Source: an optimization exercise on an open RTL-to-GDS flow (aim: small area). Production flows keep margins and buffers that such runs may drop.
Where RTL was checked, it was by simulation tests only, not by an equivalence proof against the original.
Function not checked in runs 1 and 7: the RTL went through the layout flow alone.

===== flow/config.mk =====
export PLATFORM = sky130hd
export DESIGN_NAME = Decoder
export DESIGN_NICKNAME = Decoder
export VERILOG_FILES = /design/flow/design.v
export SDC_FILE = /design/flow/constraint.sdc
export NUM_CORES = 4
export LEC_CHECK = 0
export ABC_AREA = 1
export CAP_MARGIN = 0
export CORE_MARGIN = 2
export CORE_UTILIZATION = 50
export SLEW_MARGIN = 0

===== flow/constraint.sdc =====
create_clock -name core_clock -period 10.0 [get_ports {clk}]
set_input_delay 2.0000 -clock core_clock [delete_from_list [all_inputs] [get_ports {clk}]]
set_output_delay 2.0000 -clock core_clock [all_outputs]
set_load 0.01 [all_outputs]

===== flow/design.v =====
module SubRipple #(parameter W = 9)(
    input  wire [W-1:0] a,
    input  wire [W-1:0] b,
    output wire [W-1:0] d,
    output wire         ge
);
    wire [W:0] c;
    assign c[0] = 1'b1;
    genvar i;
    generate
        for (i = 0; i < W; i = i + 1) begin : g
            wire nb = ~b[i];
            assign d[i] = a[i] ^ nb ^ c[i];
            assign c[i+1] = (a[i] & nb) | (c[i] & (a[i] | nb));
        end
    endgenerate
    assign ge = c[W];
endmodule
module Decode_1xEP(
    input  wire [8:0]  m_range,
    input  wire [16:0] e,
    output wire        bin_out,
    output wire [15:0] v
);
    wire [9:0] br;
    assign br[0] = 1'b0;
    genvar i;
    generate
        for (i = 0; i < 9; i = i + 1) begin : g
            assign br[i+1] = (~e[7+i] & m_range[i]) | (~(e[7+i] ^ m_range[i]) & br[i]);
        end
    endgenerate
    assign bin_out = e[16] | ~br[9];
    assign v = {e[15:7] ^ ({9{bin_out}} & (m_range ^ br[8:0])), e[6:0]};
endmodule
module AddRipple #(parameter W = 4)(
    input  wire [W-1:0] a,
    input  wire [W-1:0] b,
    input  wire         ci,
    output wire [W-1:0] s,
    output wire         co
);
    wire [W:0] c;
    assign c[0] = ci;
    genvar i;
    generate
        for (i = 0; i < W; i = i + 1) begin : g
            assign s[i] = a[i] ^ b[i] ^ c[i];
            assign c[i+1] = (a[i] & b[i]) | (c[i] & (a[i] | b[i]));
        end
    endgenerate
    assign co = c[W];
endmodule
module Decoder #(parameter BIN_WIDTH = 4)(
    input clk,
    input reset,
    input bypass,
    input [7:0] pState_in,
    input [1:0] n_bin,
    input [15:0] m_value_binRE_in,
    input [16:0] m_value_binEP0_in,
    input [16:0] m_value_binEP1_in,
    input [16:0] m_value_binEP2_in,
    input [16:0] m_value_binEP3_in,
    output wire [BIN_WIDTH - 1:0] bin,
    output wire [15:0] m_value_binRE_out,
    output wire [16:0] m_value_binEP0_out,
    output wire [16:0] m_value_binEP1_out,
    output wire [16:0] m_value_binEP2_out,
    output wire [16:0] m_value_binEP3_out,
    output wire [2:0] numBits,
    output wire mps_renorm,
    output wire lps
);
    reg [8:0] m_range;
    reg [15:0] m_value;
    wire b0, b1, b2, b3;
    wire [15:0] v0, v1, v2, v3;
    Decode_1xEP ep0 (.m_range(m_range), .e(m_value_binEP0_in), .bin_out(b0), .v(v0));
    Decode_1xEP ep1 (.m_range(m_range), .e(m_value_binEP1_in), .bin_out(b1), .v(v1));
    Decode_1xEP ep2 (.m_range(m_range), .e(m_value_binEP2_in), .bin_out(b2), .v(v2));
    Decode_1xEP ep3 (.m_range(m_range), .e(m_value_binEP3_in), .bin_out(b3), .v(v3));
    assign m_value_binEP0_out = {m_value, 1'b0};
    assign m_value_binEP1_out = {v0, 1'b0};
    assign m_value_binEP2_out = {v1, 1'b0};
    assign m_value_binEP3_out = {v2, 1'b0};
    wire sel0 = bypass & ~n_bin[1] & ~n_bin[0];
    wire sel1 = bypass & ~n_bin[1] &  n_bin[0];
    wire sel2 = bypass &  n_bin[1] & ~n_bin[0];
    wire sel3 = bypass &  n_bin[1] &  n_bin[0];
    wire [15:0] v_next = ({16{sel0}} & v0) | ({16{sel1}} & v1) | ({16{sel2}} & v2) |
                         ({16{sel3}} & v3) | ({16{~bypass}} & m_value_binRE_in);
    wire [3:0] bin_ep = {sel3 & b3, (sel2 | sel3) & b2, ~sel0 & b1, b0};
    wire [4:0] q = pState_in[6:2] ^ {5{pState_in[7]}};
    wire [3:0] r = m_range[8:5];
    wire [4:0] pp0 = q & {5{r[0]}};
    wire [4:0] pp1 = q & {5{r[1]}};
    wire [4:0] pp2 = q & {5{r[2]}};
    wire [4:0] pp3 = q & {5{r[3]}};
    wire [4:0] s1; wire c1;
    AddRipple #(5) a1 (.a({1'b0, pp0[4:1]}), .b(pp1), .ci(1'b0), .s(s1), .co(c1));
    wire [4:0] s2; wire c2;
    AddRipple #(5) a2 (.a({c1, s1[4:1]}), .b(pp2), .ci(1'b0), .s(s2), .co(c2));
    wire [4:0] s3; wire c3;
    AddRipple #(5) a3 (.a({c2, s2[4:1]}), .b(pp3), .ci(1'b1), .s(s3), .co(c3));
    wire [7:0] lpsr = {c3, s3, s2[0], s1[0]};
    wire [8:0] rl; wire rl_ge;
    SubRipple #(9) srl (.a(m_range), .b({1'b0, lpsr}), .d(rl), .ge(rl_ge));
    wire [8:0] a_lo; wire a_ge;
    SubRipple #(9) sva (.a(m_value[15:7]), .b(m_range), .d(a_lo), .ge(a_ge));
    wire [7:0] t_lo; wire t_c8;
    AddRipple #(8) at (.a(a_lo[7:0]), .b(lpsr), .ci(1'b0), .s(t_lo), .co(t_c8));
    wire t8 = a_lo[8] ^ t_c8;
    wire c9 = a_lo[8] & t_c8;
    wire t9 = ~a_ge ^ c9;             
    wire t10 = ~a_ge & ~c9;           
    wire [8:0] vd = {t8, t_lo};
    wire is_lps = ~t10 & (rl_ge | t9);
    wire lz2 = ~|lpsr[7:4];
    wire [7:0] l1 = lz2 ? {lpsr[3:0], 4'b0000} : lpsr;
    wire lz1 = ~|l1[7:6];
    wire [7:0] l2 = lz1 ? {l1[5:0], 2'b00} : l1;
    wire lz0 = ~l2[7];
    wire [6:0] l3 = lz0 ? l2[5:0] << 1 : l2[6:0];
    reg [2:0] nb;
    always @(*) begin
        casez (lpsr[7:3])
            5'b1????: nb = 3'd1;
            5'b01???: nb = 3'd2;
            5'b001??: nb = 3'd3;
            5'b0001?: nb = 3'd4;
            5'b00001: nb = 3'd5;
            default:  nb = 3'd6;
        endcase
    end
    assign lps = is_lps;
    assign mps_renorm = is_lps | rl[8];
    assign numBits = is_lps ? nb : 3'd1;
    wire [15:0] sh0 = {vd[7:0], m_value[6:0], 1'b0};
    wire [15:0] sh1 = lz2 ? {sh0[11:0], 4'b0000} : sh0;
    wire [15:0] sh2 = lz1 ? {sh1[13:0], 2'b00} : sh1;
    wire [15:0] re_lps = lz0 ? {sh2[14:0], 1'b0} : sh2;
    wire [15:0] re_mps = rl[8] ? m_value : {m_value[14:0], 1'b0};
    assign m_value_binRE_out = is_lps ? re_lps : re_mps;
    wire [8:0] rng_lps = {1'b1, l3, 1'b0};
    wire [8:0] rng_mps = rl[8] ? rl : {rl[7:0], 1'b0};
    wire [8:0] rng_re = is_lps ? rng_lps : rng_mps;
    wire [3:0] bin_re = is_lps ? {3'b111, ~pState_in[7]} : {3'b000, pState_in[7]};
    assign bin = bypass ? bin_ep : bin_re;
    always @(posedge clk or posedge reset) begin
        if (reset) begin
            m_range <= 9'd510;
            m_value <= 16'd36049;
        end else begin
            m_value <= v_next;
            if (!bypass)
                m_range <= rng_re;
        end
    end
endmodule

===== flow/flow/run.sh =====
#!/bin/bash
# Standard ORFS layout with two changes:
#  1. after the standard synthesis, the combinational logic of its netlist is re-mapped by
#     ABC with area-oriented scripts, a few rounds, keeping the smallest result (the
#     flip-flops are kept exactly as the standard synthesis made them);
#  2. the port buffers use the smallest buffer cell, constant outputs share one tie cell and
#     the clock tree gets no dummy loads.
set -euo pipefail
HERE=$(pwd)
R=$HERE/orfs/results/sky130hd/Decoder/base
LIB=$FLOW_HOME/platforms/sky130hd/lib/sky130_fd_sc_hd__tt_025C_1v80.lib
DU=""
for c in probe_p_8 probec_p_8 lpflow_bleeder_1 lpflow_clkbufkapwr_1 lpflow_clkbufkapwr_16 \
  lpflow_clkbufkapwr_2 lpflow_clkbufkapwr_4 lpflow_clkbufkapwr_8 lpflow_clkinvkapwr_1 \
  lpflow_clkinvkapwr_16 lpflow_clkinvkapwr_2 lpflow_clkinvkapwr_4 lpflow_clkinvkapwr_8 \
  lpflow_inputiso0n_1 lpflow_inputiso0p_1 lpflow_inputiso1n_1 lpflow_inputiso1p_1 \
  lpflow_isobufsrc_1 lpflow_isobufsrc_16 lpflow_isobufsrc_2 lpflow_isobufsrc_4 \
  lpflow_isobufsrc_8 lpflow_isobufsrckapwr_16; do
  DU="$DU -dont_use sky130_fd_sc_hd__$c"
done

bash standard.sh synth > synth.log 2>&1
cp $R/1_2_yosys.v $HERE/std_synth.v

# one round: re-map the combinational logic of $1 with ABC script $3 into $2
remap() {
  yosys -l $2.log -p "
read_liberty -ignore_miss_func -overwrite -setattr liberty_cell $LIB
blackbox sky130_fd_sc_hd__df*
read_verilog -overwrite $1
hierarchy -top Decoder
flatten
opt_clean
abc -liberty $LIB $DU -script $3
opt_clean -purge
read_liberty -lib -overwrite $LIB
tee -o $2.stat stat -liberty $LIB
write_verilog -noattr -nohex -nodec $2
" > /dev/null
  awk '/Chip area/{print $NF}' $2.stat
}

mkdir -p remap
best=$HERE/std_synth.v
best_area=1e9
cur=$HERE/std_synth.v
for round in 1 2 3 4 5; do
  round_best=""; round_area=1e9
  for s in s5 s9 s10; do
    out=$HERE/remap/r${round}_$s.v
    a=$(remap $cur $out $HERE/flow/$s.abc)
    echo "round $round $s area $a" >> remap/summary.txt
    if awk "BEGIN{exit !($a < $round_area)}"; then round_area=$a; round_best=$out; fi
  done
  cur=$round_best
  if awk "BEGIN{exit !($round_area < $best_area)}"; then best_area=$round_area; best=$round_best; fi
done
echo "best $best $best_area" >> remap/summary.txt

yosys -l $HERE/finalize.log -p "
read_liberty -lib -overwrite $LIB
read_verilog $best
hierarchy -top Decoder
hilomap -singleton -hicell sky130_fd_sc_hd__conb_1 HI -locell sky130_fd_sc_hd__conb_1 LO
insbuf -buf sky130_fd_sc_hd__buf_1 A X
splitnets
opt_clean -purge
check -assert -mapped
stat -liberty $LIB
write_verilog -noattr -nohex -nodec $HERE/resyn.v
" > /dev/null

cp $HERE/resyn.v $R/1_2_yosys.v
rm -f $R/1_synth.odb $R/1_synth.sdc

export BUFFER_PORTS_ARGS="-buffer_cell sky130_fd_sc_hd__buf_1"
export SKIP_REPAIR_TIE_FANOUT=1
export GLOBAL_PLACEMENT_ARGS="-timing_driven_repair_tns_end_percent 0"
# clock tree without dummy loads
export CTS_ARGS="-sink_clustering_enable -repair_clock_nets -dont_use_dummy_load"
bash standard.sh > standard.log 2>&1

===== flow/flow/s10.abc =====
strash
dc2
dch -f
amap -F 10 -A 50 -C 5000
topo

===== flow/flow/s5.abc =====
strash
balance
 rewrite
 refactor
 balance
 rewrite
 rewrite -z
 balance
 refactor -z
 rewrite -z
 balance
dch -f
amap
topo

===== flow/flow/s9.abc =====
strash
balance
 rewrite
 refactor
 balance
 rewrite
 rewrite -z
 balance
 refactor -z
 rewrite -z
 balance
balance
 rewrite
 refactor
 balance
 rewrite
 rewrite -z
 balance
 refactor -z
 rewrite -z
 balance
balance
 rewrite
 refactor
 balance
 rewrite
 rewrite -z
 balance
 refactor -z
 rewrite -z
 balance
dch -f
amap
topo

===== flow/standard.sh =====
#!/bin/bash
# synth_recipe.tcl (not shown) runs the flow's synth.tcl, then flattens the netlist and writes it again
# the make line also repeats each setting of config.mk as NAME=value (left out here)
make -C /OpenROAD-flow-scripts/flow DESIGN_CONFIG=/design/flow/config.mk WORK_HOME=/design/flow/orfs CLKGATE_MAP_FILE= SYNTH_SCRIPT=/design/flow/synth_recipe.tcl "${@:-finish}"

==> summary.md, run 1 <==
| Metric | Value |
|---|---|
| Status | timing/DRC/antenna clean |
| Final hold slack | 0.6672 ns |
| Cts bufs inserted | 3 |
| Setup-failing EPs final | 0 |
| GPL Wtd Cong | 1.036 |
| Share of cells above drive strength 1 | between 7 and 8% |
| Die X | slightly below 100 µm |
| Area Overhead vs Synth | 24.47% |
| FMAX | roughly 100 MHz |
| Tightest Hold Check Type | flip-flop to flip-flop |
| Synthesized area per cell | 5.505 µm² |
| Final min period | ~9.5 ns |
| Cells after DPL | 1,051 |
| Most used cell, CP | nand2_1 |
| First-pass GRT wire length | 23.65 mm |
| Slowest-stage cell, CP | nor3_1 |
| Vias in the first global route | approximately 5,000 |
| CP endpoint kind | output port |
| IO Pins | 190 |
| Initial antenna violation count | 0 |
| Max_cap viols | 0 |
| Core area | 8217 µm² |
| # H-tree levels | 1 |
| Final HPWL DP | 12.74 mm |
| Startpoint Class | input port |
| Reg clk slew, reported paths | 0.07 ns |
| Wirelength per Cell | approximately 15 µm |
| Vias | between 6,000 and 7,000 |
| Clock root cell | clkbuf_8 |
| Largest net degree at the start of global routing | 27 |
| Period utilization | roughly 95% |
| Slew margin rel. | 15.65% |
| CTS sink count | 25 |
| Die Ht | 96.08 µm |
| CTS Buffer Depth | 2 |
| Final Skew | 0.01117 ns |
| Total routed wirelength | 15.98 mm |
| Clock latency (worst-skew pair) | approximately 0.27 ns |
| Vias per cell | 5.985 |
| Final Util | 64.22% |
| Congestion Overflow GR | 0 |
| Initial Util | 51.59% |
| Gr usage total | 32.09% |
| Worst-path fanout max | 13 |
| Max-slew violations | 0 |
| First-pass DRT Iterations | 6 |
| Critical Path RT | 8.00 ns |
| Top delay family on crit path | compound AO/OA/AOI/OAI gates |
| WP buf/inv | 6 |
| Final instance count without filler cells | 1,055 |
| Critical Path AT | between 7 and 8 ns |
| Yosys warns | 1 |
| Cells after synthesis | between 700 and 800 |
| Syn Nets | 867 |
| Post-Synthesis Cell Area | 4239 µm² |
| Slew @ Worst Pin | 1.258 ns |
| Starting DRC count in detailed routing | 489 |
| # port buffers | 183 |
| Row count | 33 |
| Drt drc | 0 |
| Routed Antenna Nets | 0 |
| Die Footprint | 9230 µm² |
| Critical Path Max Stage Delay | about 0.34 ns |
| Critical path class | input port to output port |
| Final #Nets | 1,049 |
| N_diodes | 0 |
| Endpoints failing hold | 0 |
| CTS tree | yes |
## worst min-delay path, delay by kind of cell (launching register included)
kind / cells / cell delay (ns)
buffers and inverters: 1 / 0.14
flip-flops: 1 / 0.44
AO/OA/AOI/OAI: 1 / 0.08
## state kept, by name, summed over array words and instances, names as in the netlist
register	cells
m_range	9
m_value	16
## timing repair
| item | in CTS | in global routing |
|---|---|---|
| buffers inserted | 0 | 1 |
| endpoints found under the setup margin | 17 | 25 |
| gates resized for setup | 3 | 27 |
| hold buffers | 0 | 0 |
## final cells by class
type | count | area, µm²
multi-input combinational | 657 | 3329
fill | 845 | 2940
timing repair buffer | 218 | 953.4
sequential | 25 | 644.4
inverter | 47 | 176.4
tap | 105 | 131.4
clock buffer | 3 | 41.29
## metrics by stage
step | area, µm² | TNS [ns] | setup WS [ns]
6_report | 5276 | 0 | 0.4592
3_5_place_dp | 5169 | -2.526 | -0.2647
3_3_place_gp | 5169 | 0 | 0.04803
2_1_floorplan | 4239 | 0 | 0.1158
4_1_cts | 5211 | 0 | 0.03558
5_1_grt | 5276 | -0.2494 | -0.05972
## path summary, 6_finish.rpt
kind | start | end | slack (ns) | depth (start not counted)
worst max register to register | m_range[6] | m_range[6] | 3.44 | 35
min in group asynchronous | reset | m_value[2] | 1.76 | 2
max in group asynchronous | reset | m_value[13] | 7.81 | 2
worst min register to register | m_range[4] | m_range[4] | 0.67 | 2
worst min-delay path | m_range[4] | m_range[4] | 0.67 | 2
worst max-delay path | pState_in[7] | m_value_binRE_out[3] | 0.46 | 38
## routing by layer
metal / GRT usage (%) / vias to the layer above / part of all wire [%]
li1: - / 3149 / -
met1: 46.03 / 2791 / 43
met2: 51.91 / 349 / 46
met3: 2.897 / 25 / 9.3
met4: 7.619 / 0 / 1.8
met5: 0 / - / 0
## cell usage in the layout, fill, tap and decap left out, types with 3 or more instances in the layout
cell type,instances
a211oi_1,21
a21oi_1,60
a21oi_2,7
a221o_1,7
a222oi_1,11
a22oi_1,13
a31oi_1,4
buf_1,180
buf_4,35
clkbuf_8,3
clkinv_1,44
dfrtp_1,10
dfstp_2,15
inv_2,3
nand2_1,103
nand3_1,4
nor2_1,200
nor2b_1,13
nor3_1,22
nor4_1,3
o21a_1,3
o21ai_0,90
o21ai_1,5
o21ai_2,5
o22ai_1,54
o31ai_1,4
o32ai_1,4
or2_0,5
==> run 2: changes to the inputs <==
--- a/flow/design.v
+++ b/flow/design.v
@@ -116,12 +116,6 @@
     wire t10 = ~a_ge & ~c9;           
     wire [8:0] vd = {t8, t_lo};
     wire is_lps = ~t10 & (rl_ge | t9);
-    wire lz2 = ~|lpsr[7:4];
-    wire [7:0] l1 = lz2 ? {lpsr[3:0], 4'b0000} : lpsr;
-    wire lz1 = ~|l1[7:6];
-    wire [7:0] l2 = lz1 ? {l1[5:0], 2'b00} : l1;
-    wire lz0 = ~l2[7];
-    wire [6:0] l3 = lz0 ? l2[5:0] << 1 : l2[6:0];
     reg [2:0] nb;
     always @(*) begin
         casez (lpsr[7:3])
@@ -136,13 +130,11 @@
     assign lps = is_lps;
     assign mps_renorm = is_lps | rl[8];
     assign numBits = is_lps ? nb : 3'd1;
-    wire [15:0] sh0 = {vd[7:0], m_value[6:0], 1'b0};
-    wire [15:0] sh1 = lz2 ? {sh0[11:0], 4'b0000} : sh0;
-    wire [15:0] sh2 = lz1 ? {sh1[13:0], 2'b00} : sh1;
-    wire [15:0] re_lps = lz0 ? {sh2[14:0], 1'b0} : sh2;
+    wire [15:0] re_lps = {vd, m_value[6:0]} << nb;
     wire [15:0] re_mps = rl[8] ? m_value : {m_value[14:0], 1'b0};
     assign m_value_binRE_out = is_lps ? re_lps : re_mps;
-    wire [8:0] rng_lps = {1'b1, l3, 1'b0};
+    wire [7:0] lps_sh = lpsr << nb;
+    wire [8:0] rng_lps = {1'b1, lps_sh};   
     wire [8:0] rng_mps = rl[8] ? rl : {rl[7:0], 1'b0};
     wire [8:0] rng_re = is_lps ? rng_lps : rng_mps;
     wire [3:0] bin_re = is_lps ? {3'b111, ~pState_in[7]} : {3'b000, pState_in[7]};
--- a/flow/flow/run.sh
+++ b/flow/flow/run.sh
@@ -75,7 +75,6 @@
 
 export BUFFER_PORTS_ARGS="-buffer_cell sky130_fd_sc_hd__buf_1"
 export SKIP_REPAIR_TIE_FANOUT=1
-export GLOBAL_PLACEMENT_ARGS="-timing_driven_repair_tns_end_percent 0"
 # clock tree without dummy loads
 export CTS_ARGS="-sink_clustering_enable -repair_clock_nets -dont_use_dummy_load"
 bash standard.sh > standard.log 2>&1
--- a/flow/config.mk
+++ b/flow/config.mk
@@ -9,4 +9,5 @@
 export CAP_MARGIN = 0
 export CORE_MARGIN = 2
 export CORE_UTILIZATION = 50
+export PLACE_DENSITY = 0.75
 export SLEW_MARGIN = 0
==> run 2 against run 1 <==
  * Still clean on timing, DRC and antenna
  * Sequential cell count unchanged
  * Setup slack better by 0.069 ns
  * Critical path depth unchanged
  * Hold slack better by 0.018 ns
  * Sequential share of layout area about the same
  * First-iteration DRC count up 23%
  * Die area up 2.6%
  * Area after synthesis up 2.7%
  * Count of clock-buffer cells in the layout unchanged
  * Synthesized cell count up 2.1%
  * Largest cell class unchanged
==> summary.md, run 2 <==
| Metric | Value |
|---|---|
| Wirelength per Cell | 14.46 µm (-4.5%) |
| Max-slew violations | 0 (unchanged) |
| Setup-failing EPs final | 0 (unchanged) |
| Initial Util | 50.68% (-0.91 points) |
| Largest net degree at the start of global routing | 26 (-3.7%) |
| Row count | 34 (+3.0%) |
| Congestion Overflow GR | 0 (unchanged) |
| Vias in the first global route | 5,248 (+3.8%) |
| Clock latency (worst-skew pair) | 0.27 ns (about the same) |
| Final min period | 9.472 ns (-0.06896 ns) |
| Reg clk slew, reported paths | 0.09 ns (+0.02 ns) |
| Cells after synthesis | 786 (+2.1%) |
| # port buffers | 183 (unchanged) |
| # H-tree levels | 1 (unchanged) |
| Synthesized area per cell | 5.541 µm² (+0.65%) |
| Commonest non-fill, non-tap cell in the layout | buf_1 |
| R2R setup slack | 3.71 ns (+0.27 ns) |
| CTS Buffer Depth | 2 (unchanged) |
| Critical Path Start | pState_in[7] |
| Final hold slack | 0.6853 ns (+0.01811 ns) |
| Die Footprint | 9473 µm² (+2.6%) |
| Critical Path AT | 7.47 ns (-0.07 ns) |
| Initial antenna violation count | 0 (unchanged) |
| Clock root cell | clkbuf_8 |
| Worst r2r dst | m_range[4] |
| Final HPWL DP | 12.23 mm (-4.0%) |
| Critical Path RT | 8.00 ns (about the same) |
| Gr usage total | 30.34% (-1.7 points) |
| Status | timing/DRC/antenna clean |
| Most frequent cells in the layout | buf_1 (182), nor2_1 (181), nand2_1 (106) |
| Most used cell, CP | nor2_1 |
| Final Skew | 0.02355 ns (+0.01239 ns) |
| GPL Wtd Cong | 0.9483 (-8.4%) |
| Endpoints failing hold | 0 (unchanged) |
| CTS sink count | 25 (unchanged) |
| Final #Nets | 1,054 (+0.48%) |
| Yosys warns | 1 (unchanged) |
| Starting DRC count in detailed routing | 602 (+23%) |
| FMAX | 105.6 MHz (+0.73%) |
| CP endpoint kind | output port |
| Vias | 6,307 (-0.11%) |
| Core area | 8593 µm² (+4.6%) |
| Largest register FFs | 16 (unchanged) |
| Startpoint Class | input port |
| Cells on worst reg2reg path | 34 (-2.9%) |
| Slew @ Worst Pin | 1.154 ns (-0.1047 ns) |
| Vias per cell | 5.933 (-0.86%) |
| Period utilization | 94.72% (-0.69 points) |
| R2R Path Start | m_range[6] |
| Reg with most FFs | m_value |
| Crit path to | m_value_binRE_out[15] |
| Routed Antenna Nets | 0 (unchanged) |
| IO Pins | 190 (unchanged) |
| First-pass DRT Iterations | 9 (+3) |
| Area Overhead vs Synth | 21.55% |
| Post-Synthesis Cell Area | 4355 µm² (+2.7%) |
| Cts bufs inserted | 3 (unchanged) |
| Worst-path fanout max | 12 (-1) |
| CTS tree | yes |
| Number of setup buffers added after CTS | 0 (unchanged) |
| Max_cap viols | 0 (unchanged) |
| Slew margin rel. | 22.67% (+7.0 points) |
| N_diodes | 0 (unchanged) |
| Die X | 97.33 µm (+1.3%) |
| Cells after DPL | 1,060 (+0.86%) |
| Biggest regs | m_value (16), m_range (9) |
| Critical path class | input port to output port |
| Slowest-stage cell, CP | nor2_2 |
| Drt drc | 0 (unchanged) |
| Tightest Hold Check Type | flip-flop to flip-flop |
| Total routed wirelength | 15.37 mm (-3.8%) |
| Final instance count without filler cells | 1,063 (+0.76%) |
| Hold Path Depth | 2 (unchanged) |
| Syn Nets | 883 (+1.8%) |
| Die Ht | 97.33 µm (+1.3%) |
| First-pass GRT wire length | 24.63 mm (+4.1%) |
| Share of cells above drive strength 1 | 5.864% (-2.0 points) |
| Critical Path Max Stage Delay | 0.27 ns (-0.07 ns) |
==> run 2: area by class of cell <==
| class | count | area, µm² |
|---|---|---|
| clock buffers | 3 | 41.29 |
| fillers | 895 | 3299 |
| multi-input cells | 666 | 3401 |
| inverters | 54 | 203.9 |
| flip-flops and latches | 25 | 644.4 |
| well taps | 108 | 135.1 |
| repair buffers | 207 | 868.3 |
==> run 2: critical path: cells and delay by family <==
| kind | cells | cell delay [ns] |
|---|---|---|
| compound gates | 15 | 2.41 |
| buf+inv | 7 | 0.96 |
| simple gates | 16 | 2.09 |
==> run 2: how the worst min path moves through the flow <==
stage | slack (ns) | end | from
3_3_place_gp | 0.66 | m_range[2] | m_range[2]
6_report | 0.69 | m_range[2] | m_range[2]
2_1_floorplan | 0.59 | m_range[4] | m_range[4]
3_5_place_dp | 0.68 | m_range[2] | m_range[2]
4_1_cts | 0.69 | m_range[2] | m_range[2]
5_1_grt | 0.75 | m_range[1] | m_range[1]
==> run 2: what timing repair did <==
action,in CTS,in global routing
gates resized for setup,0,19
hold endpoints to repair,0,0
hold buffers,0,0
endpoints found under the setup margin,0,25
==> run 2: per-stage QoR <==
step	util, %	instance area (µm²)	setup TNS (ns)	worst slack [ns]
global route	61.60	5294	-0.1264	-0.04976
detailed placement	60.69	5215	0	0.06542
global placement	60.69	5215	0	0.2556
CTS	61.17	5256	0	0.03054
floorplan	-	4357	0	0.01629
finish	61.60	5294	0	0.5282
==> run 2: routing by layer <==
metal / up-vias / wire (µm) / GRT usage, %
li1: 3166 / - / -
met1: 2754 / 6773 / 44.71
met2: 331 / 6692 / 47.44
met3: 56 / 1459 / 2.878
met4: 0 / 442 / 8.333
met5: - / 0 / 0
==> run 3: changes to the inputs <==
--- a/flow/flow/run.sh
+++ b/flow/flow/run.sh
@@ -75,6 +75,7 @@
 
 export BUFFER_PORTS_ARGS="-buffer_cell sky130_fd_sc_hd__buf_1"
 export SKIP_REPAIR_TIE_FANOUT=1
+export GLOBAL_PLACEMENT_ARGS="-timing_driven_repair_tns_end_percent 0"
 # clock tree without dummy loads
 export CTS_ARGS="-sink_clustering_enable -repair_clock_nets -dont_use_dummy_load"
 bash standard.sh > standard.log 2>&1
--- a/flow/config.mk
+++ b/flow/config.mk
@@ -9,5 +9,4 @@
 export CAP_MARGIN = 0
 export CORE_MARGIN = 2
 export CORE_UTILIZATION = 50
-export PLACE_DENSITY = 0.75
 export SLEW_MARGIN = 0
==> run 3 against run 2 <==
  * Via count up 2.3%
  * Sequential cell count stayed put
  * Synthesized cell count stayed put
  * Design area down 0.33%
  * Critical endpoint is now m_value_binRE_out[13]
==> summary.md, run 3 <==
| Metric | Value |
|---|---|
| First-pass GRT wire length | 25.91 mm (+5.2%) |
| Largest register FFs | 16 (unchanged) |
| Period utilization | 94.12% (-0.60 points) |
| FMAX | 106.2 MHz (+0.64%) |
| Final Util | 61.40% (-0.20 points) |
| Slew margin rel. | 15.96% (-6.7 points) |
| Tightest Hold Check Type | flip-flop to flip-flop |
| Most used cell, CP | nor2_1 |
| CTS sink count | 25 (unchanged) |
| First-pass DRT Iterations | 6 (-3) |
| Wirelength per Cell | 15.37 µm (+6.3%) |
| Setup-failing EPs final | 0 (unchanged) |
| Die X | 97.33 µm (unchanged) |
| Clock latency (worst-skew pair) | 0.26 ns (about the same) |
| Hold buffers post-CTS | 0 (unchanged) |
| Max_cap viols | 0 (unchanged) |
| N_diodes | 0 (unchanged) |
| Core area | 8593 µm² (unchanged) |
| Yosys warns | 1 (unchanged) |
| R2R Path Start | m_range[5] |
| IO Pins | 190 (unchanged) |
| CP endpoint kind | output port |
| Slew @ Worst Pin | 1.256 ns (+0.1023 ns) |
| Critical Path RT | 8.00 ns (about the same) |
| Drt drc | 0 (unchanged) |
| Gr usage total | 32.24% (+1.9 points) |
| Worst-path fanout max | 8 (-4) |
| Startpoint Class | input port |
| Setup WS pre-CTS | -0.006437 ns (-0.07186 ns) |
| Status | timing/DRC/antenna clean |
| Vias | 6,451 (+2.3%) |
| Reg with most FFs | m_value |
| Die Footprint | 9473 µm² (unchanged) |
| Congestion Overflow GR | 0 (unchanged) |
| Initial Util | 50.68% (unchanged) |
| Die Ht | 97.33 µm (unchanged) |
| Critical Path AT | 7.41 ns (-0.06 ns) |
| CTS Buffer Depth | 2 (unchanged) |
| Critical path class | input port to output port |
| Total routed wirelength | 16.31 mm (+6.1%) |
| Reg clk slew, reported paths | 0.08 ns (about the same) |
| Area Overhead vs Synth | 21.14% |
| Cells on worst reg2reg path | 35 (+2.9%) |
| Final HPWL DP | 12.99 mm (+6.2%) |
| HP Start | m_range[2] |
| Critical Path Start | pState_in[7] |
| # H-tree levels | 1 (unchanged) |
| Cells after synthesis | 786 (unchanged) |
| Share of cells above drive strength 1 | 5.666% (-0.20 points) |
| Number of setup buffers added after CTS | 0 (unchanged) |
| Largest net degree at the start of global routing | 26 (unchanged) |
| Max-slew violations | 0 (unchanged) |
| Biggest regs | m_value (16), m_range (9) |
| Syn Nets | 883 (unchanged) |
| Final Skew | 0.01179 ns (-0.01176 ns) |
| Vias in the first global route | 5,599 (+6.7%) |
| # port buffers | 183 (unchanged) |
| Initial antenna violation count | 0 (unchanged) |
| Endpoints failing hold | 0 (unchanged) |
| Hold Path Depth | 2 (unchanged) |
| Vias per cell | 6.080 (+2.5%) |
| Row count | 34 (unchanged) |
| Final #Nets | 1,052 (-0.19%) |
| GPL Wtd Cong | 0.9259 (-2.4%) |
| Post-Synthesis Cell Area | 4355 µm² (unchanged) |
| Routed Antenna Nets | 0 (unchanged) |
| Slowest-stage cell, CP | o21ai_2 |
| Starting DRC count in detailed routing | 532 (-12%) |
| Post-route worst setup slack | 0.5881 ns (+0.05990 ns) |
| Clock root cell | clkbuf_8 |
| Most frequent cells in the layout | nor2_1 (182), buf_1 (182), nand2_1 (106) |
| Synthesized area per cell | 5.541 µm² (unchanged) |
| CTS tree | yes |
| Cts bufs inserted | 3 (unchanged) |
| Critical Path Max Stage Delay | 0.25 ns (-0.02 ns) |
| Final min period | 9.412 ns (-0.05990 ns) |
## run 3: metal layers
layer,global-route usage (%),part of all wire [%]
met3,2.518,11
met4,7.799,1.0
met5,0,0
met1,45.71,42
met2,53.47,46
## run 3: cell type report
class	count	area, µm²
Fill cell	908	3317
Sequential cell	25	644.4
Inverter	54	207.7
Timing Repair Buffer	205	853.3
Multi-Input combinational cell	666	3395
Clock buffer	3	41.29
Tap cell	108	135.1
## run 3: final timing paths
| check | slack, ns | to |
|---|---|---|
| min | 0.71 | m_range[2] |
| min reg2reg | 0.71 | m_range[2] |
| max in group asynchronous | 7.83 | m_value[12] |
| max | 0.59 | m_value_binRE_out[13] |
| max reg2reg | 3.76 | m_range[6] |
| min in group asynchronous | 1.77 | m_value[3] |
## run 3: stage by stage
step	setup TNS (ns)	hold slack (ns)	std cells	area, µm²
after floorplan	0	0.5856	786	4357
after global placement	0	0.6671	1058	5200
after detailed placement	-0.006437	0.6961	1058	5200
after CTS	0	0.7037	1061	5245
after global routing	-0.005254	0.7350	1061	5276
final	0	0.7113	1061	5276
## run 3: repair_timing
item,in CTS,in global routing
hold endpoints to repair,0,0
pin swaps,0,1
setup endpoints to repair,2,25
gates resized for setup,1,16
## run 3: worst max-delay path, delay by kind of cell
| family | cells | cell delay, ns |
|---|---|---|
| compound gates | 16 | 2.82 |
| simple gates | 13 | 1.65 |
| buf+inv | 7 | 0.94 |
==> run 4: changes to the inputs <==
--- a/flow/flow/run.sh
+++ b/flow/flow/run.sh
@@ -75,7 +75,6 @@
 
 export BUFFER_PORTS_ARGS="-buffer_cell sky130_fd_sc_hd__buf_1"
 export SKIP_REPAIR_TIE_FANOUT=1
-export GLOBAL_PLACEMENT_ARGS="-timing_driven_repair_tns_end_percent 0"
 # clock tree without dummy loads
 export CTS_ARGS="-sink_clustering_enable -repair_clock_nets -dont_use_dummy_load"
 bash standard.sh > standard.log 2>&1
==> run 4 against run 3 <==
  * Core utilization stayed put
  * Sequential cell count stayed put
  * Area after synthesis stayed put
  * Still clean
  * Hold slack stayed put
  * Via count stayed put
  * Highest routed layer unchanged
  * Synthesized cell count stayed put
  * First-iteration DRC count stayed put
  * Final cell count stayed put
  * Sequential share of layout area stayed put
==> summary.md, run 4 <==
| Metric | Value |
|---|---|
| Clock root cell | clkbuf_8 |
| Endpoints failing hold | 0 (unchanged) |
| Status | timing/DRC/antenna clean |
| Slowest-stage cell, CP | o21ai_2 |
| Slew margin rel. | 15.96% (unchanged) |
| Slew @ Worst Pin | 1.256 ns (unchanged) |
| Critical Path Start | pState_in[7] |
| Largest net degree at the start of global routing | 26 (unchanged) |
| Final instance count without filler cells | 1,061 (unchanged) |
| Worst-path fanout max | 8 (unchanged) |
| Critical Path AT | 7.41 ns (about the same) |
| Gr usage total | 32.24% (unchanged) |
| Reg clk slew, reported paths | 0.08 ns (about the same) |
| CP endpoint kind | output port |
| Startpoint Class | input port |
| Most frequent cells in the layout | nor2_1 (182), buf_1 (182), nand2_1 (106) |
| Critical path class | input port to output port |
| Area Overhead vs Synth | 21.14% (unchanged) |
| Initial antenna violation count | 0 (unchanged) |
| Clock latency (worst-skew pair) | 0.26 ns (about the same) |
| Setup-failing EPs final | 0 (unchanged) |
| GPL Wtd Cong | 0.9259 (unchanged) |
| Synthesized area per cell | 5.541 µm² (unchanged) |
| Wirelength per Cell | 15.37 µm (unchanged) |
| FMAX | 106.2 MHz (unchanged) |
| Share of cells above drive strength 1 | 5.666% (unchanged) |
| IO Pins | 190 (unchanged) |
| Top delay family on crit path | compound AO/OA/AOI/OAI gates |
| Hold buffers post-CTS | 0 (unchanged) |
| CTS sink count | 25 (unchanged) |
| # H-tree levels | 1 (unchanged) |
| Vias in the first global route | 5,599 (unchanged) |
| Die Footprint | 9473 µm² (unchanged) |
| Initial Util | 50.68% (unchanged) |
| Worst r2r dst | m_range[6] |
| Final Skew | 0.01179 ns (unchanged) |
| Total routed wirelength | 16.31 mm (unchanged) |
| Die X | 97.33 µm (unchanged) |
| Final #Nets | 1,052 (unchanged) |
| Routed Antenna Nets | 0 (unchanged) |
| Tightest Hold Check Type | flip-flop to flip-flop |
| Die Ht | 97.33 µm (unchanged) |
| Final HPWL DP | 12.99 mm (unchanged) |
| Max-slew violations | 0 (unchanged) |
| Cells after synthesis | 786 (unchanged) |
| CTS tree | yes |
| Most used cell, CP | nor2_1 |
| Critical Path Max Stage Delay | 0.25 ns (about the same) |
| First-pass DRT Iterations | 6 (unchanged) |
| Syn Nets | 883 (unchanged) |
| Vias | 6,451 (unchanged) |
| CTS Buffer Depth | 2 (unchanged) |
| Post-Synthesis Cell Area | 4355 µm² (unchanged) |
| Core area | 8593 µm² (unchanged) |
| Setup WS pre-CTS | -0.006437 ns (unchanged) |
| Biggest regs | m_value (16), m_range (9) |
| Period utilization | 94.12% (unchanged) |
| Vias per cell | 6.080 (unchanged) |
| Crit path to | m_value_binRE_out[13] |
| Cells after DPL | 1,058 (unchanged) |
| Drt drc | 0 (unchanged) |
| Congestion Overflow GR | 0 (unchanged) |
| Reg with most FFs | m_value |
| N_diodes | 0 (unchanged) |
| Starting DRC count in detailed routing | 532 (unchanged) |
| Final hold slack | 0.7113 ns (unchanged) |
| Cells on worst reg2reg path | 35 (unchanged) |
| First-pass GRT wire length | 25.91 mm (unchanged) |
| Largest register FFs | 16 (unchanged) |
| Yosys warns | 1 (unchanged) |
| Setup TNS | 0 ns (unchanged) |
| Cts bufs inserted | 3 (unchanged) |
| # port buffers | 183 (unchanged) |
| Final min period | 9.412 ns (unchanged) |
| Post-route worst setup slack | 0.5881 ns (unchanged) |
| Row count | 34 (unchanged) |
| R2R Path Start | m_range[5] |
| WP depth | 36 (unchanged) |
| Critical Path RT | 8.00 ns (about the same) |
| R2R setup slack | 3.76 ns (about the same) |
| WP buf/inv | 7 (unchanged) |
| Max_cap viols | 0 (unchanged) |
run 4: metal layers:
metal  share of wire [%]  track usage (%)  vias up
met3                  11            2.518       21
met4                 1.0            7.799        0
li1                    -                -     3172
met2                  46            53.47      365
met5                   0                0        -
met1                  42            45.71     2893
run 4: worst min-delay path by stage:
| stage | start | end | slack, ns | cells after the start |
|---|---|---|---|---|
| after global routing | m_range[2] | m_range[2] | 0.73 | 2 |
| after CTS | m_range[2] | m_range[2] | 0.70 | 2 |
| after floorplan | m_range[4] | m_range[4] | 0.59 | 2 |
| final | m_range[2] | m_range[2] | 0.71 | 2 |
| after global placement | m_range[2] | m_range[2] | 0.67 | 2 |
| after detailed placement | m_range[2] | m_range[2] | 0.70 | 2 |
run 4: through the flow:
stage | cell area [µm²] | utilization [%]
after global placement | 5200 | 60.51
after CTS | 5245 | 61.04
final | 5276 | 61.40
after floorplan | 4357 | -
after global routing | 5276 | 61.40
after detailed placement | 5200 | 60.51
run 4: worst reg2reg max path, delay by kind of cell (launching register included):
family	cells	cell delay [ns]
flops	1	0.60
buf+inv	5	0.96
simple gates	15	2.03
compound gates	15	2.59
run 4: timing repair:
action / 4_1_cts / 5_1_grt
buffers inserted: 0 / 0
gates resized for setup: 1 / 16
pin swaps: 0 / 1
gates cloned: 0 / 0
endpoints found under the hold margin: 0 / 0
endpoints found under the setup margin: 2 / 25
run 4: final cells by class:
class / count / area, µm²
clock buffers: 3 / 41.29
repair buffers: 205 / 853.3
fillers: 908 / 3317
well taps: 108 / 135.1
flip-flops and latches: 25 / 644.4
multi-input cells: 666 / 3395
inverters: 54 / 207.7
==> run 5: changes to the inputs <==
--- a/flow/flow/run.sh
+++ b/flow/flow/run.sh
@@ -76,5 +76,5 @@
 export BUFFER_PORTS_ARGS="-buffer_cell sky130_fd_sc_hd__buf_1"
 export SKIP_REPAIR_TIE_FANOUT=1
 # clock tree without dummy loads
-export CTS_ARGS="-sink_clustering_enable -repair_clock_nets -dont_use_dummy_load"
+export CTS_ARGS="-sink_clustering_enable -repair_clock_nets -dont_use_dummy_load -sink_clustering_size 30 -sink_clustering_max_diameter 200"
 bash standard.sh > standard.log 2>&1
==> run 5 against run 4 <==
  * Still clean
  * Clock skew is the same
  * Final cell count is the same
  * Die area is the same
  * First-iteration DRC count is the same
  * Core utilization is the same
  * Critical path type unchanged
  * Largest cell class unchanged
==> summary.md, run 5 <==
| Metric | Value |
|---|---|
| Vias | 6,451 (unchanged) |
| Die Ht | 97.33 µm (unchanged) |
| Critical Path Max Stage Delay | 0.25 ns (about the same) |
| Vias in the first global route | 5,599 (unchanged) |
| Starting DRC count in detailed routing | 532 (unchanged) |
| Clock latency (worst-skew pair) | 0.26 ns (about the same) |
| Most frequent cells in the layout | nor2_1 (182), buf_1 (182), nand2_1 (106) |
| Share of cells above drive strength 1 | 5.666% (unchanged) |
| Initial antenna violation count | 0 (unchanged) |
| Synthesized area per cell | 5.541 µm² (unchanged) |
| Clock root cell | clkbuf_8 |
| N_diodes | 0 (unchanged) |
| Startpoint Class | input port |
| Endpoints failing hold | 0 (unchanged) |
| Wirelength per Cell | 15.37 µm (unchanged) |
| CTS sink count | 25 (unchanged) |
| GPL Wtd Cong | 0.9259 (unchanged) |
| First-pass GRT wire length | 25.91 mm (unchanged) |
| Critical Path RT | 8.00 ns (about the same) |
| Top delay family on crit path | compound AO/OA/AOI/OAI gates |
| Number of setup buffers added after CTS | 0 (unchanged) |
| Slew @ Worst Pin | 1.256 ns (unchanged) |
| Total routed wirelength | 16.31 mm (unchanged) |
| Drt drc | 0 (unchanged) |
| Die X | 97.33 µm (unchanged) |
| Slew margin rel. | 15.96% (unchanged) |
| CTS Buffer Depth | 2 (unchanged) |
| Tightest Hold Check Type | flip-flop to flip-flop |
| FILL cells | 908 (unchanged) |
| Period utilization | 94.12% (unchanged) |
| CP endpoint kind | output port |
| Max_cap viols | 0 (unchanged) |
| WP buf/inv | 7 (unchanged) |
| CTS tree | yes |
| Biggest regs | m_value (16), m_range (9) |
| Cells after synthesis | 786 (unchanged) |
| Cts bufs inserted | 3 (unchanged) |
| First-pass DRT Iterations | 6 (unchanged) |
| Reg clk slew, reported paths | 0.08 ns (about the same) |
| Area Overhead vs Synth | 21.14% (unchanged) |
| Post-route worst setup slack | 0.5881 ns (unchanged) |
| Die Footprint | 9473 µm² (unchanged) |
| Initial Util | 50.68% (unchanged) |
| Post-Synthesis Cell Area | 4355 µm² (unchanged) |
| FMAX | 106.2 MHz (unchanged) |
| Final Skew | 0.01179 ns (unchanged) |
| Final #Nets | 1,052 (unchanged) |
| IO Pins | 190 (unchanged) |
| Congestion Overflow GR | 0 (unchanged) |
| Final HPWL DP | 12.99 mm (unchanged) |
| Worst-path fanout max | 8 (unchanged) |
| Largest net degree at the start of global routing | 26 (unchanged) |
| Reg with most FFs | m_value |
| # port buffers | 183 (unchanged) |
| Setup WS pre-CTS | -0.006437 ns (unchanged) |
| Status | timing/DRC/antenna clean |
| Setup-failing EPs final | 0 (unchanged) |
| Most used cell, CP | nor2_1 |
| Row count | 34 (unchanged) |
| Slowest-stage cell, CP | o21ai_2 |
| Syn Nets | 883 (unchanged) |
| Gr usage total | 32.24% (unchanged) |
| Routed Antenna Nets | 0 (unchanged) |
| Largest register FFs | 16 (unchanged) |
| Yosys warns | 1 (unchanged) |
| Max-slew violations | 0 (unchanged) |
| Hold buffers post-CTS | 0 (unchanged) |
| # H-tree levels | 1 (unchanged) |
| Core area | 8593 µm² (unchanged) |
| Critical Path AT | 7.41 ns (about the same) |
| Final min period | 9.412 ns (unchanged) |
| Critical path class | input port to output port |
| Vias per cell | 6.080 (unchanged) |
run 5: cell counts in the layout (fill, tap and decap cells not counted):
Identical to the previous run, type by type.
run 5: stage by stage:
| stage | hold slack, ns | setup TNS (ns) | util [%] | cells | cell area [µm²] |
|---|---|---|---|---|---|
| finish | 0.7113 | 0 | 61.40 | 1061 | 5276 |
| global route | 0.7350 | -0.005254 | 61.40 | 1061 | 5276 |
| CTS | 0.7037 | 0 | 61.04 | 1061 | 5245 |
| detailed placement | 0.6961 | -0.006437 | 60.51 | 1058 | 5200 |
| global placement | 0.6671 | 0 | 60.51 | 1058 | 5200 |
| floorplan | 0.5856 | 0 | - | 786 | 4357 |
run 5: path summary, 6_finish.rpt:
check,cells after the start,slack (ns),start,end
worst max-delay path,36,0.59,pState_in[7],m_value_binRE_out[13]
worst min-delay path,2,0.71,m_range[2],m_range[2]
worst max register to register,35,3.76,m_range[5],m_range[6]
worst min register to register,2,0.71,m_range[2],m_range[2]
max in group asynchronous,2,7.83,reset,m_value[12]
min in group asynchronous,2,1.77,reset,m_value[3]
run 5: area by class of cell:
| class | count | area (µm²) | share of cell area (%) |
|---|---|---|---|
| Clock buffer | 3 | 41.29 | 0.7825 |
| Inverter | 54 | 207.7 | 3.936 |
| Multi-Input combinational cell | 666 | 3395 | 64.33 |
| Sequential cell | 25 | 644.4 | 12.21 |
| Tap cell | 108 | 135.1 | 2.561 |
| Timing Repair Buffer | 205 | 853.3 | 16.17 |
run 5: timing repair:
action                     4_1_cts  5_1_grt
setup endpoints to repair        2       25
resized for setup                1       16
pin swaps                        0        1
run 5: per-layer routing:
layer | global-route usage, % | wire length, µm | up-vias | part of all wire [%]
li1 | - | - | 3172 | -
met2 | 53.47 | 7565 | 365 | 46
met4 | 7.799 | 168 | 0 | 1.0
met1 | 45.71 | 6860 | 2893 | 42
met3 | 2.518 | 1718 | 21 | 11
met5 | 0 | 0 | - | 0
run 5: tightest hold or removal path, cell delays in order, from the launching register on:
cell	delay (ns)
dfstp_2	0.37
clkinv_1	0.23
a21oi_1	0.11
==> run 6: changes to the inputs <==
--- a/flow/flow/run.sh
+++ b/flow/flow/run.sh
@@ -1,7 +1,7 @@
 #!/bin/bash
 # Standard ORFS layout with two changes:
 #  1. after the standard synthesis, the combinational logic of its netlist is re-mapped by
-#     ABC with area-oriented scripts, a few rounds, keeping the smallest result (the
+#     ABC with area-oriented scripts, a few rounds and a last deepsyn round, keeping the smallest result (the
 #     flip-flops are kept exactly as the standard synthesis made them);
 #  2. the port buffers use the smallest buffer cell, constant outputs share one tie cell and
 #     the clock tree gets no dummy loads.
@@ -57,6 +57,12 @@
 done
 echo "best $best $best_area" >> remap/summary.txt
 
+# a last round on the smallest netlist with ABC's deepsyn, kept if it is smaller still
+a=$(remap $best $HERE/remap/deepsyn.v $HERE/flow/deepsyn.abc)
+echo "deepsyn area $a" >> remap/summary.txt
+if awk "BEGIN{exit !($a < $best_area)}"; then best=$HERE/remap/deepsyn.v; best_area=$a; fi
+echo "final $best $best_area" >> remap/summary.txt
+
 yosys -l $HERE/finalize.log -p "
 read_liberty -lib -overwrite $LIB
 read_verilog $best
@@ -76,5 +82,5 @@
 export BUFFER_PORTS_ARGS="-buffer_cell sky130_fd_sc_hd__buf_1"
 export SKIP_REPAIR_TIE_FANOUT=1
 # clock tree without dummy loads
-export CTS_ARGS="-sink_clustering_enable -repair_clock_nets -dont_use_dummy_load -sink_clustering_size 30 -sink_clustering_max_diameter 200"
+export CTS_ARGS="-sink_clustering_enable -repair_clock_nets -dont_use_dummy_load"
 bash standard.sh > standard.log 2>&1
==> flow/flow/deepsyn.abc (new file) <==
strash
&get -n
&deepsyn -T 20
&put
dch -f
amap -F 10 -A 50 -C 5000
topo
==> run 6 against run 5 <==
  * Routed wire length up 4.6%
  * Clock skew fell by 0.0080 ns
  * Area after synthesis is 1.1% lower
  * Critical path depth grew 2
  * Fmax shrank 2.2%
  * First-iteration DRC count grew 0.75%
  * Non-clock buffer count increased by 37
  * Sequential share of layout area fell by 0.79 points
  * Die area down 1.1%
  * Hold slack got worse by 0.071 ns
  * Largest cell class unchanged
==> summary.md, run 6 <==
| Metric | Value |
|---|---|
| Max-slew violations | 0 (unchanged) |
| IO Pins | 190 (unchanged) |
| Cts bufs inserted | 3 (unchanged) |
| Post-Synthesis Cell Area | 4307 µm² (-1.1%) |
| Slew @ Worst Pin | 1.145 ns (-0.1114 ns) |
| Routed Antenna Nets | 0 (unchanged) |
| Status | timing/DRC/antenna clean |
| # H-tree levels | 1 (unchanged) |
| Final HPWL DP | 13.29 mm (+2.4%) |
| Synthesized area per cell | 5.689 µm² (+2.7%) |
| Worst-path fanout max | 12 (+4) |
| Biggest regs | m_value (16), m_range (9) |
| Cells after synthesis | 757 (-3.7%) |
| CTS Buffer Depth | 2 (unchanged) |
| Critical path class | input port to output port |
| Core area | 8299 µm² (-3.4%) |
| Total routed wirelength | 17.06 mm (+4.6%) |
| R2R setup slack | 3.15 ns (-0.61 ns) |
| Clock latency (worst-skew pair) | 0.27 ns (about the same) |
| Row count | 33 (-2.9%) |
| Largest register FFs | 16 (unchanged) |
| Initial antenna violation count | 0 (unchanged) |
| Critical Path Start | pState_in[7] |
| Worst r2r dst | m_range[4] |
| Final #Nets | 1,060 (+0.76%) |
| First-pass GRT wire length | 27.18 mm (+4.9%) |
| Die Ht | 96.81 µm (-0.54%) |
| Setup TNS | 0 ns (unchanged) |
| R2R Path Start | m_range[6] |
| Reg clk slew, reported paths | 0.08 ns (about the same) |
| Endpoints failing hold | 0 (unchanged) |
| Final min period | 9.620 ns (+0.2081 ns) |
| FMAX | 104.0 MHz (-2.2%) |
| Largest net degree at the start of global routing | 27 (+3.8%) |
| Critical Path AT | 7.62 ns (+0.21 ns) |
| Die Footprint | 9371 µm² (-1.1%) |
| Initial Util | 51.89% (+1.2 points) |
| Slew margin rel. | 23.11% (+7.1 points) |
| N_diodes | 0 (unchanged) |
| Hold buffers post-CTS | 0 (unchanged) |
| Clock root cell | clkbuf_8 |
| Register area | 644.4 µm² (unchanged) |
| Max_cap viols | 0 (unchanged) |
| Yosys warns | 1 (unchanged) |
| Final hold slack | 0.6398 ns (-0.07147 ns) |
| Drt drc | 0 (unchanged) |
| FILL cells | 771 (-15%) |
| First-pass DRT Iterations | 8 (+2) |
| Reg with most FFs | m_value |
| Wirelength per Cell | 16.00 µm (+4.1%) |
| Critical Path Max Stage Delay | 0.41 ns (+0.16 ns) |
| Congestion Overflow GR | 0 (unchanged) |
| CTS tree | yes |
| Most frequent cells in the layout | buf_1 (182), nor2_1 (135), nand2_1 (96) |
| Commonest non-fill, non-tap cell in the layout | buf_1 |
| Setup-failing EPs final | 0 (unchanged) |
| Tightest Hold Check Type | flip-flop to flip-flop |
| CTS sink count | 25 (unchanged) |
| Crit path to | m_value_binRE_out[11] |
| Final Skew | 0.003799 ns (-0.007993 ns) |
| Area Overhead vs Synth | 30.97% |
| # port buffers | 183 (unchanged) |
| Period utilization | 96.20% (+2.1 points) |
| Startpoint Class | input port |
| Slowest-stage cell, CP | a222oi_1 |
| Share of cells above drive strength 1 | 13.42% (+7.8 points) |
| Vias per cell | 6.171 (+1.5%) |
| GPL Wtd Cong | 0.9235 (-0.26%) |
| Vias | 6,578 (+2.0%) |
| Critical Path RT | 8.00 ns (about the same) |
| Vias in the first global route | 5,966 (+6.6%) |
| Multi-input gate area | 3324 µm² (-2.1%) |
| Cells on worst reg2reg path | 38 (+8.6%) |
| Die X | 96.81 µm (-0.54%) |
| Gr usage total | 33.76% (+1.5 points) |
| Starting DRC count in detailed routing | 536 (+0.75%) |
| Syn Nets | 854 (-3.3%) |
| CP endpoint kind | output port |
## run 6: worst min-delay path by stage
stage,startpoint,to,slack [ns],cells past startpoint
after floorplan,m_range[3],m_range[3],0.57,2
after global placement,m_range[1],m_range[1],0.61,1
after detailed placement,m_range[1],m_range[1],0.61,1
after CTS,m_range[1],m_range[1],0.63,1
after global routing,m_range[1],m_range[1],0.67,1
final,m_range[1],m_range[1],0.64,1
## run 6: timing repair
action / 4_1_cts / 5_1_grt
buffers inserted: 0 / 3
endpoints found under the setup margin: 11 / 25
gates resized for setup: 3 / 67
pin swaps: 0 / 9
cloned: 0 / 0
## run 6: critical path, delay by kind of cell
kind | cells | cell delay (ns)
buffers and inverters | 8 | 1.17
AOI/OAI and AO/OA | 18 | 2.83
and+or+nand+nor | 12 | 1.61
## run 6: final cells by class
class                   instances  area share (%)
clock buffers                   3          0.7320
multi-input cells             593           58.94
flip-flops and latches         25           11.42
repair buffers                242           20.05
inverters                      98           6.522
well taps                     105           2.329
## run 6: metrics by stage
stage / cell area, µm² / setup slack (ns) / cells / utilization [%]
detailed placement: 5408 / -0.07045 / 1060 / 65.16
global route: 5640 / -0.08950 / 1066 / 67.96
finish: 5640 / 0.3800 / 1066 / 67.96
floorplan: 4313 / 0.1397 / 757 / -
global placement: 5408 / 0.07559 / 1060 / 65.16
CTS: 5455 / 0.01049 / 1063 / 65.73
## run 6: routing by layer
metal / up-vias / track usage (%) / part of all wire (%) / wire, µm
li1: 3156 / - / - / -
met1: 2951 / 44.36 / 40 / 6789
met2: 412 / 56.30 / 47 / 7976
met3: 59 / 4.191 / 9.9 / 1694
met4: 0 / 13.22 / 3.5 / 597
met5: - / 0 / 0 / 0
==> run 7: changes to the inputs <==
--- a/flow/design.v
+++ b/flow/design.v
@@ -116,6 +116,12 @@
     wire t10 = ~a_ge & ~c9;           
     wire [8:0] vd = {t8, t_lo};
     wire is_lps = ~t10 & (rl_ge | t9);
+    wire lz2 = ~|lpsr[7:4];
+    wire [7:0] l1 = lz2 ? {lpsr[3:0], 4'b0000} : lpsr;
+    wire lz1 = ~|l1[7:6];
+    wire [7:0] l2 = lz1 ? {l1[5:0], 2'b00} : l1;
+    wire lz0 = ~l2[7];
+    wire [6:0] l3 = lz0 ? l2[5:0] << 1 : l2[6:0];
     reg [2:0] nb;
     always @(*) begin
         casez (lpsr[7:3])
@@ -130,11 +136,13 @@
     assign lps = is_lps;
     assign mps_renorm = is_lps | rl[8];
     assign numBits = is_lps ? nb : 3'd1;
-    wire [15:0] re_lps = {vd, m_value[6:0]} << nb;
+    wire [15:0] sh0 = {vd[7:0], m_value[6:0], 1'b0};
+    wire [15:0] sh1 = lz2 ? {sh0[11:0], 4'b0000} : sh0;
+    wire [15:0] sh2 = lz1 ? {sh1[13:0], 2'b00} : sh1;
+    wire [15:0] re_lps = lz0 ? {sh2[14:0], 1'b0} : sh2;
     wire [15:0] re_mps = rl[8] ? m_value : {m_value[14:0], 1'b0};
     assign m_value_binRE_out = is_lps ? re_lps : re_mps;
-    wire [7:0] lps_sh = lpsr << nb;
-    wire [8:0] rng_lps = {1'b1, lps_sh};   
+    wire [8:0] rng_lps = {1'b1, l3, 1'b0};
     wire [8:0] rng_mps = rl[8] ? rl : {rl[7:0], 1'b0};
     wire [8:0] rng_re = is_lps ? rng_lps : rng_mps;
     wire [3:0] bin_re = is_lps ? {3'b111, ~pState_in[7]} : {3'b000, pState_in[7]};
==> run 7 against run 6 <==
  * Still clean
  * Critical path depth increased by 2
  * Final cell count decreased by 2.1%
  * Hold slack improved by 0.016 ns
  * Die area decreased by 1.9%
  * Register-to-register slack improved by 0.37 ns
  * Count of clock-buffer cells in the layout unchanged
  * Critical endpoint is now m_value_binRE_out[6]
  * Largest cell class unchanged
==> summary.md, run 7 <==
| Metric | Value |
|---|---|
| Status | timing/DRC/antenna clean |
| Post-route worst setup slack | 0.4857 ns (+0.1057 ns) |
| Die Footprint | 9191 µm² (-1.9%) |
| Vias per cell | 6.192 (+0.34%) |
| R2R setup slack | 3.52 ns (+0.37 ns) |
| Reg clk slew, reported paths | 0.08 ns (about the same) |
| Vias | 6,464 (-1.7%) |
| Final Skew | 0.003291 ns (-0.0005078 ns) |
| Most frequent cells in the layout | buf_1 (182), nor2_1 (156), nand2_1 (68) |
| # H-tree levels | 1 (unchanged) |
| N_diodes | 0 (unchanged) |
| Area Overhead vs Synth | 29.23% |
| First-pass GRT wire length | 25.90 mm (-4.7%) |
| CP endpoint kind | output port |
| Worst r2r dst | m_range[2] |
| Row count | 33 (unchanged) |
| Critical path class | input port to output port |
| WP buf/inv | 6 (-2) |
| Clock latency (worst-skew pair) | 0.26 ns (about the same) |
| CTS sink count | 25 (unchanged) |
| FMAX | 105.1 MHz (+1.1%) |
| Starting DRC count in detailed routing | 537 (+0.19%) |
| FILL cells | 828 (+7.4%) |
| Cells on worst reg2reg path | 38 (unchanged) |
| Top delay family on crit path | compound AO/OA/AOI/OAI gates |
| Die X | 95.87 µm (-0.97%) |
| Post-Synthesis Cell Area | 4220 µm² (-2.0%) |
| Largest register FFs | 16 (unchanged) |
| Gr usage total | 35.18% (+1.4 points) |
| Most used cell, CP | nor2_1 |
| Hold path endpoint | m_range[3] |
| CTS tree | yes |
| CTS Buffer Depth | 2 (unchanged) |
| Critical Path Max Stage Delay | 0.37 ns (-0.04 ns) |
| Final min period | 9.514 ns (-0.1057 ns) |
| Drt drc | 0 (unchanged) |
| Total routed wirelength | 16.77 mm (-1.7%) |
| HP Start | m_range[3] |
| Largest net degree at the start of global routing | 26 (-3.7%) |
| Wirelength per Cell | 16.07 µm (+0.40%) |
| Commonest non-fill, non-tap cell in the layout | buf_1 |
| R2R Path Start | m_range[5] |
| Slew @ Worst Pin | 1.217 ns (+0.07215 ns) |
| First-pass DRT Iterations | 8 (unchanged) |
| Yosys warns | 1 (unchanged) |
| Tightest Hold Check Type | flip-flop to flip-flop |
| Final hold slack | 0.6555 ns (+0.01563 ns) |
| Biggest regs | m_value (16), m_range (9) |
| Reg with most FFs | m_value |
| Max-slew violations | 0 (unchanged) |
| Startpoint Class | input port |
| # port buffers | 183 (unchanged) |
| Worst-path fanout max | 6 (-6) |
| Vias in the first global route | 5,574 (-6.6%) |
| Congestion Overflow GR | 0 (unchanged) |
| Final HPWL DP | 13.40 mm (+0.82%) |
| Slew margin rel. | 18.26% (-4.8 points) |
| Setup-failing EPs final | 0 (unchanged) |
| IO Pins | 190 (unchanged) |
| Critical Path RT | 8.00 ns (about the same) |
| Die Ht | 95.87 µm (-0.97%) |
| Initial Util | 51.36% (-0.53 points) |
| Share of cells above drive strength 1 | 10.97% (-2.5 points) |
| Slowest-stage cell, CP | a222oi_1 |
| Post-Layout Inst Area | 5454 µm² (-3.3%) |
| Endpoints failing hold | 0 (unchanged) |
| Max_cap viols | 0 (unchanged) |
| Post-DP Area | 5323 µm² (-1.6%) |
| Hold Path Depth | 2 (+1) |
| Initial antenna violation count | 0 (unchanged) |
| Synthesized area per cell | 5.734 µm² (+0.79%) |
| Routed Antenna Nets | 0 (unchanged) |
| Cts bufs inserted | 3 (unchanged) |
| Hold buffers post-CTS | 0 (unchanged) |
| Clock root cell | clkbuf_8 |
| Critical Path AT | 7.51 ns (-0.11 ns) |
| Core area | 8217 µm² (-1.0%) |
| Setup WS pre-CTS | 0.07639 ns (+0.1468 ns) |
| Final #Nets | 1,038 (-2.1%) |
| Cells after synthesis | 736 (-2.8%) |
| GPL Wtd Cong | 1.003 (+8.6%) |
| Period utilization | 95.14% (-1.1 points) |
| Syn Nets | 833 (-2.5%) |
==> run 7: worst max path at each step <==
stage | startpoint | endpoint | slack [ns] | cells past startpoint
2_1_floorplan | pState_in[7] | m_value_binRE_out[5] | 0.12 | 36
3_3_place_gp | pState_in[7] | m_value_binRE_out[5] | 0.34 | 36
3_5_place_dp | pState_in[7] | m_value_binRE_out[8] | 0.08 | 38
4_1_cts | pState_in[7] | m_value_binRE_out[8] | 0.05 | 38
5_1_grt | pState_in[7] | m_value_binRE_out[14] | -0.02 | 40
6_report | pState_in[7] | m_value_binRE_out[6] | 0.49 | 40
==> run 7: layer usage <==
| layer | vias to the layer above | GRT usage, % | routed length, µm |
|---|---|---|---|
| met5 | - | 0 | 0 |
| met4 | 0 | 12.14 | 341 |
| met3 | 35 | 2.819 | 1697 |
| met2 | 435 | 55.77 | 7765 |
| met1 | 2905 | 50.22 | 6968 |
| li1 | 3089 | - | - |
==> run 7: per-stage QoR <==
stage	TNS [ns]	std cells	utilization (%)
6_report	0	1044	66.38
5_1_grt	-0.03644	1044	66.38
4_1_cts	0	1043	65.28
3_5_place_dp	0	1040	64.78
3_3_place_gp	0	1040	64.78
2_1_floorplan	0	736	-
==> run 7: area by class of cell <==
type	count	area, µm²	share of cell area, %
sequential	25	644.4	11.81
tap	105	131.4	2.409
inverter	73	274.0	5.024
timing repair buffer	241	1127	20.67
clock buffer	3	41.29	0.7571
multi-input combinational	597	3236	59.33
==> run 7: repair_timing <==
| item | 4_1_cts | 5_1_grt |
|---|---|---|
| endpoints found under the setup margin | 0 | 25 |
| gates resized for setup | 0 | 34 |
| buffers inserted | 0 | 1 |
==> run 7: tightest hold or removal path, cell delays in order (launching register included) <==
cell and delay (ns):
dfstp_2 0.42, clkinv_1 0.15, a21oi_1 0.09

-- port drivers added, routing unchanged --
In the flow no input, the clock included, has a driving cell. The finished layouts below were timed again as built, in two steps.
Step 1 sets driving cells, clkbuf_16 on the clock port and buf_2 on the other inputs (assumed; they add their load-dependent delay and slew).
Step 2 times the ports against the registers' clock, not the clock port: input delays grow and output delays shrink by t, the midpoint of the rising clock arrivals with the driver on.
Three values: no drivers, after step 1, after step 2; two values: the first two.
| run | t (ns) | setup WS [ns] | hold WS [ns] | worst setup path after step 2 | worst register clock-pin slew, ns |
|---|---|---|---|---|---|
| run 1 | 0.297 | 0.459 / 0.439 / 0.439 | 0.667 / 0.667 / 0.667 | input to output | 0.09 / 0.09 |
| run 2 | 0.287 | 0.528 / 0.507 / 0.507 | 0.685 / 0.685 / 0.685 | input to output | 0.09 / 0.09 |
| run 3 | 0.287 | 0.588 / 0.567 / 0.567 | 0.711 / 0.711 / 0.711 | input to output | 0.08 / 0.08 |
| run 4 | 0.287 | 0.588 / 0.567 / 0.567 | 0.711 / 0.711 / 0.711 | input to output | 0.08 / 0.08 |
| run 5 | 0.287 | 0.588 / 0.567 / 0.567 | 0.711 / 0.711 / 0.711 | input to output | 0.08 / 0.08 |
| run 6 | 0.297 | 0.380 / 0.347 / 0.347 | 0.640 / 0.640 / 0.640 | input to output | 0.09 / 0.09 |
| run 7 | 0.286 | 0.486 / 0.453 / 0.453 | 0.655 / 0.655 / 0.655 | input to output | 0.08 / 0.08 |
After both steps setup and hold are still met in every run listed.
